Background: an optimization exercise with open tools, aiming at small area, a short achievable clock period and few clock cycles per item. Do not read the settings as production practice.
At most, simulation tests tie the RTL to the original design; equivalence was not proved.

==> flow/design.v <==
module UT_TOP (
    clk,
    rst_n,
    in_valid,
    in_time,
    out_valid,
    out_display,
    out_day
);
input        clk, rst_n, in_valid;
input [30:0] in_time;
output reg       out_valid;
output reg [3:0] out_display;
output reg [2:0] out_day;
reg [9:0]  R;      
reg [22:0] L;      
reg [10:0] R2;     
reg [7:0]  B;      
reg [3:0]  C2;     
reg [2:0]  W;      
reg        y20;    
reg        jf;     
reg        busy;
reg [4:0]  k;      
wire main_ph  = (k <= 5'd8);
wire date_ph  = (k <= 5'd9);
wire mon_ph   = (k == 5'd10) || (k == 5'd11);
wire eng_en   = busy && (k <= 5'd14);
wire div2_en  = busy && (k <= 5'd11);
wire hr0 = (k == 5'd9) || (k == 5'd10) || (k == 5'd11);
wire hr1 = (k == 5'd9) || (k == 5'd10);
function [11:0] step;    
    input [10:0] t;
    input [1:0]  m;      
    begin
        case (m)
            2'd0: step = (t >= 11'd675) ? {1'b1, t - 11'd675} : {1'b0, t};
            2'd1: step = (t >= 11'd900) ? {1'b1, t - 11'd900} : {1'b0, t};
            default: step = (t >= 11'd960) ? {1'b1, t - 11'd960} : {1'b0, t};
        endcase
    end
endfunction
wire [1:0] m0 = main_ph ? 2'd0 : hr0 ? 2'd1 : 2'd2;
wire [1:0] m1 = main_ph ? 2'd0 : hr1 ? 2'd1 : 2'd2;
wire [11:0] s0 = step({R, L[22]}, m0);
wire [9:0]  r1 = s0[9:0];
wire [21:0] l1 = L[21:0];
wire [11:0] s1 = step({r1, l1[21]}, m1);
wire        q0 = s0[11];
wire        q1 = s1[11];
function [11:0] step2;   
    input [11:0] t;
    input        mon;
    begin
        if (mon) step2 = (t >= 12'd1958) ? {1'b1, t[10:0] - 11'd1958} : {1'b0, t[10:0]};
        else     step2 = (t >= 12'd1461) ? {1'b1, t[10:0] - 11'd1461} : {1'b0, t[10:0]};
    end
endfunction
wire [10:0] r2i = (k == 5'd10) ? {R2[10:2], 2'b01} : R2;
wire        b0  = main_ph ? q0 : (k == 5'd9) || (k == 5'd10);
wire        b1  = main_ph ? q1 : (k == 5'd9);
wire [11:0] u0  = step2({r2i, b0}, mon_ph);
wire [11:0] u1  = step2({u0[10:0], b1}, mon_ph);
function [5:0] dbl_lo;   
    input [3:0] d;
    input       q;
    integer i, j;
    reg [1:0] c;
    reg [3:0] o;
    begin
        dbl_lo = 6'd0;
        for (i = 0; i < 10; i = i + 1)
            for (j = 0; j < 2; j = j + 1) begin
                c = (2 * i + j + 4) / 10;
                o = (2 * i + j + 4) % 10;
                if (d == i && q == j) dbl_lo = {c, o};
            end
    end
endfunction
function [3:0] dbl_hi;
    input [3:0] d;
    input [1:0] c;
    integer i, j;
    begin
        dbl_hi = 4'd0;
        for (i = 0; i < 10; i = i + 1)
            for (j = 0; j < 3; j = j + 1)
                if (d == i && c == j)
                    dbl_hi = ((2 * i + j) % 10) & 15;
    end
endfunction
wire [5:0] bl0 = dbl_lo(B[3:0], u0[11]);
wire [3:0] bh0 = dbl_hi(B[7:4], bl0[5:4]);
wire [5:0] bl1 = dbl_lo(bl0[3:0], u1[11]);
wire [3:0] bh1 = dbl_hi(bh0, bl1[5:4]);
function [2:0] mod7x2;   
    input [2:0] w;
    input       b;
    integer i, j;
    begin
        mod7x2 = 3'd0;
        for (i = 0; i < 7; i = i + 1)
            for (j = 0; j < 2; j = j + 1)
                if (w == i && b == j) mod7x2 = ((2 * i + j) % 7) & 7;
    end
endfunction
wire [2:0] w2 = mod7x2(mod7x2(W, q0), q1);
always @(posedge clk) begin
    if (in_valid) begin
        R  <= {2'b00, in_time[30:23]};
        L  <= in_time[22:0];
        R2 <= 11'd1304;
        B  <= 8'h96;
        W  <= 3'd0;
    end else begin
        if (eng_en) begin
            R <= s1[9:0];
            L <= {l1[20:0], q0, q1};
        end
        if (div2_en) R2 <= u1[10:0];
        if (busy && main_ph) W <= w2;
        if (busy && date_ph) B <= {bh1, bl1[3:0]};
        if (busy && mon_ph)  C2 <= {C2[1:0], u0[11], u1[11]};
        if (busy && k == 5'd1) y20 <= ({R, L} >= 33'd946684800);
        if (busy && k == 5'd10) jf <= (R2 >= 11'd1224);
    end
end
always @(posedge clk or negedge rst_n) begin
    if (!rst_n) begin
        busy <= 1'b0;
        k    <= 5'd0;
    end else if (in_valid) begin
        busy <= 1'b1;
        k    <= 5'd1;
    end else if (busy) begin
        k    <= k + 5'd1;
        if (k == 5'd21) busy <= 1'b0;
    end
end
wire       jfc = (k == 5'd10) ? (R2 >= 11'd1224) : jf;
wire       yc  = jfc && (B[3:0] == 4'd9);
wire [3:0] yt  = yc ? ((B[7:4] == 4'd9) ? 4'd0 : B[7:4] + 4'd1) : B[7:4];
wire [3:0] yo  = yc ? 4'd0 : B[3:0] + jfc;
function [3:0] mtab;     
    input [3:0] m;
    integer i;
    begin
        mtab = 4'd0;
        for (i = 0; i < 12; i = i + 1)
            if (m == i) mtab = (i < 10 ? i + 3 : i - 9) & 15;
    end
endfunction
wire [4:0] dom  = R2[10:6] + 5'd1;
wire [4:0] hour = L[11:7];
wire [5:0] mnt  = L[6:1];
reg [5:0] fld;
always @(*) begin
    case (k)
        5'd12, 5'd13: fld = {2'd0, mtab(C2)};
        5'd14, 5'd15: fld = {1'd0, dom};
        5'd16, 5'd17: fld = {1'd0, hour};
        5'd18, 5'd19: fld = mnt;
        default:      fld = {1'd0, R[9:5]};    
    endcase
end
function [6:0] bcd;      
    input [5:0] x;
    integer i;
    reg [2:0] tn;
    reg [3:0] on;
    begin
        bcd = 7'd0;
        for (i = 0; i < 64; i = i + 1) begin
            tn = i / 10;
            on = i % 10;
            if (x == i) bcd = {tn, on};
        end
    end
endfunction
wire [6:0] fb = bcd(fld);
wire       s30 = (k == 5'd20) && L[0];
wire [2:0] ft = s30 ? fb[6:4] + 3'd3 : fb[6:4];
reg [3:0] digit;
always @(*) begin
    case (k)
        5'd8:    digit = y20 ? 4'd2 : 4'd1;
        5'd9:    digit = y20 ? 4'd0 : 4'd9;
        5'd10:   digit = yt;
        5'd11:   digit = yo;
        default: digit = k[0] ? fb[3:0] : {1'b0, ft};
    endcase
end
wire [2:0] wd   = (k == 5'd8) ? w2 : W;
wire [2:0] wday = (wd >= 3'd3) ? wd - 3'd3 : wd + 3'd4;
wire outing = busy && !in_valid && (k >= 5'd8);
always @(posedge clk or negedge rst_n) begin
    if (!rst_n) begin
        out_valid   <= 1'b0;
        out_display <= 4'd0;
        out_day     <= 3'd0;
    end else if (outing) begin
        out_valid   <= 1'b1;
        out_display <= digit;
        out_day     <= wday;
    end else begin
        out_valid   <= 1'b0;
        out_display <= 4'd0;
        out_day     <= 3'd0;
    end
end
endmodule
clock: 15.0 ns
lec_check: 0
abc_area: 1
cap_margin: 20
core_margin: 2
core_utilization: 40
slew_margin: 20
run.sh (not shown) runs the stock make flow with config.mk's settings and CLKGATE_MAP_FILE= SYNTH_SCRIPT=/design/flow/synth_recipe.tcl, a recipe that flattens the netlist after the stock synthesis.
Then changed:
ABC_AREA = default   (was 1)
=>
- worst hold slack gains 0.081 ns
- sequential cell count is unchanged
- wire length goes down by 18%
- first-iteration DRC count is unchanged
- maximum frequency went down by 23%
- cell count came out lower by 30%
Function was not checked in any run of this note: the RTL went through the layout flow alone.

## P
Another version of the RTL of UT_TOP (not shown whole).
For scale: ~890 cells after synthesis, ~80 flip-flops.
export LEC_CHECK = 0
export ABC_AREA = 1
export CAP_MARGIN = 20
export CORE_MARGIN = 2
export CORE_UTILIZATION = 40
export CTS_BUF_LIST = sky130_fd_sc_hd__clkbuf_8
export SLEW_MARGIN = 20
create_clock -name core_clock -period 15.0 [get_ports {clk}]
standard.sh (not shown) runs the stock make flow with config.mk's settings and CLKGATE_MAP_FILE= SYNTH_SCRIPT=/design/flow/synth_recipe.tcl, a recipe that flattens the netlist after the stock synthesis.
==> flow/flow/run.sh <==
#!/bin/bash
# The standard layout, with timing repair aiming at 11.1 ns of setup slack
# instead of 0, and the port buffers made with buf_1 cells; the clock and the
# constraints stay the design's.
set -o pipefail
bash standard.sh SETUP_SLACK_MARGIN=11.1 "BUFFER_PORTS_ARGS=-buffer_cell sky130_fd_sc_hd__buf_1" finish > standard.log 2>&1
Testbench counts of P, summed over its fixed seeds: cycles 55,200, items 2,400.
Setup changes, P to Q
Settings: PLACE_DENSITY: unset -> 0.4.
[summary]
- Against P, routed wire length in Q rose by more than 10%.
- Taking P as 1.0, Q lands at 0.885 on length in cells of the worst reg-to-reg path.
- Q ended up with out_valid as its start point of the critical path; P ended up with out_display[1].
- Comparing P and Q, the higher setup slack is on P.
- P → Q: fraction of the yosys area taken by sequential cells comparable, final area increased about 3%, final clock period utilization by the worst path flat.
- Re clock period minus final worst setup slack: P and Q aren't equal, and the lower value belongs to P.
- Summary — worst hold slack, Q relative to P: higher, by 13 ps.
#### Input delta (R over Q)
Settings: swapping 0.4 for 0.8 in PLACE_DENSITY.
==> flow/flow/run.sh <==
#!/bin/bash
# The standard layout, with timing repair aiming at 11.1 ns of setup slack
# instead of 0, and the port buffers made with buf_1 cells, without the buffers that synthesis put in; the clock and the
# constraints stay the design's.
set -o pipefail
bash standard.sh SETUP_SLACK_MARGIN=11.1 "BUFFER_PORTS_ARGS=-buffer_cell sky130_fd_sc_hd__buf_1" REMOVE_ABC_BUFFERS=1 finish > standard.log 2>&1
### Flow results
- Compared with Q, in R share of the cycle needed by the critical path after routing went up by 0.47 points; instance count on the critical path went up by 21.
Modified inputs, S compared to R
==> flow/flow/run.sh <==
#!/bin/bash
# The standard layout, with timing repair aiming at 11.1 ns of setup slack
# instead of 0, and the port buffers made with buf_1 cells; the clock and the
# constraints stay the design's.
set -o pipefail
bash standard.sh SETUP_SLACK_MARGIN=11.1 "BUFFER_PORTS_ARGS=-buffer_cell sky130_fd_sc_hd__buf_1" finish > standard.log 2>&1
--- outcome ---
- Max utilization across R and S: R
- S vs R, weighted congestion reported at the end of routability-driven placement went up by 0.018.
- Taking R as the reference point, the count of cell instances traversed by the critical path of S falls by 21.
- Met1 wire length, S vs R: up by a little under 10%
- Wire length improves in S relative to R.
- S — average vias per placed instance 0.60% lower, R as reference
- S ends up with a highest fanout seen on the critical path that is 5 lower than in R.
### S -> T
Settings: SETUP_SLACK_MARGIN newly set to 5.
==> flow/run.sh (new file) <==
#!/bin/bash
# synth_recipe.tcl (not shown) runs the flow's synth.tcl, then flattens the netlist and writes it again
# the make line also repeats each setting of config.mk as NAME=value (left out here)
make -C /OpenROAD-flow-scripts/flow DESIGN_CONFIG=/design/flow/config.mk WORK_HOME=/design/flow/orfs CLKGATE_MAP_FILE= SYNTH_SCRIPT=/design/flow/synth_recipe.tcl finish
removed: flow/flow/run.sh
removed: flow/standard.sh
Fmax | T vs S | T slower
Capturing element of the worst setup path = R[7]: T; capturing element of the worst setup path = out_day[1]: S
Of the two candidates, S has the worse wire length of the first global-routing pass and T the better one.
Relative to S, hold slack has gone up in T.
Diff S -> T | detailed-route via count | decrease of 266
Number of failing setup endpoints in the final timing report came out exactly the same in S and T.

## afterwards: timing with drivers on the ports
How much do the figures lean on ideal ports? The routed layouts below were timed once more, with nothing changed but the port constraints.
Step 1 (the two cells are an assumption about what drives the block):
set clk [get_ports {clk}]
set_driving_cell -lib_cell sky130_fd_sc_hd__clkbuf_16 $clk
set_driving_cell -lib_cell sky130_fd_sc_hd__buf_2 [delete_from_list [all_inputs] $clk]
Step 2 also shifts input and output timing later by t, the mid clock arrival at the registers, as if the neighbouring blocks saw the same clock.
a / b / c = ideal / step 1 / step 2; a / b = the first two.
run	shift t [ns]	slack for setup (ns)	worst setup path at the end	worst data-port slew with drivers (ns)
the first run of note 1	0.394	10.027 / 10.027 / 9.664	input to register	0.03
the second run of note 1	0.389	8.551 / 8.551 / 8.551	register to register	0.04
P	0.405	11.152 / 11.118 / 11.252	register to register	0.03
Q	0.400	11.136 / 11.099 / 11.294	register to register	0.03
R	0.392	11.065 / 11.065 / 11.065	register to register	0.03
S	0.413	11.122 / 11.085 / 11.260	register to register	0.04
T	0.400	10.487 / 10.487 / 10.487	register to register	0.04
After both steps setup and hold are still met in every run listed. The setup slack of the first run of note 1, which loses most, moves by 0.000 ns with the drivers and by -0.363 ns with both steps.
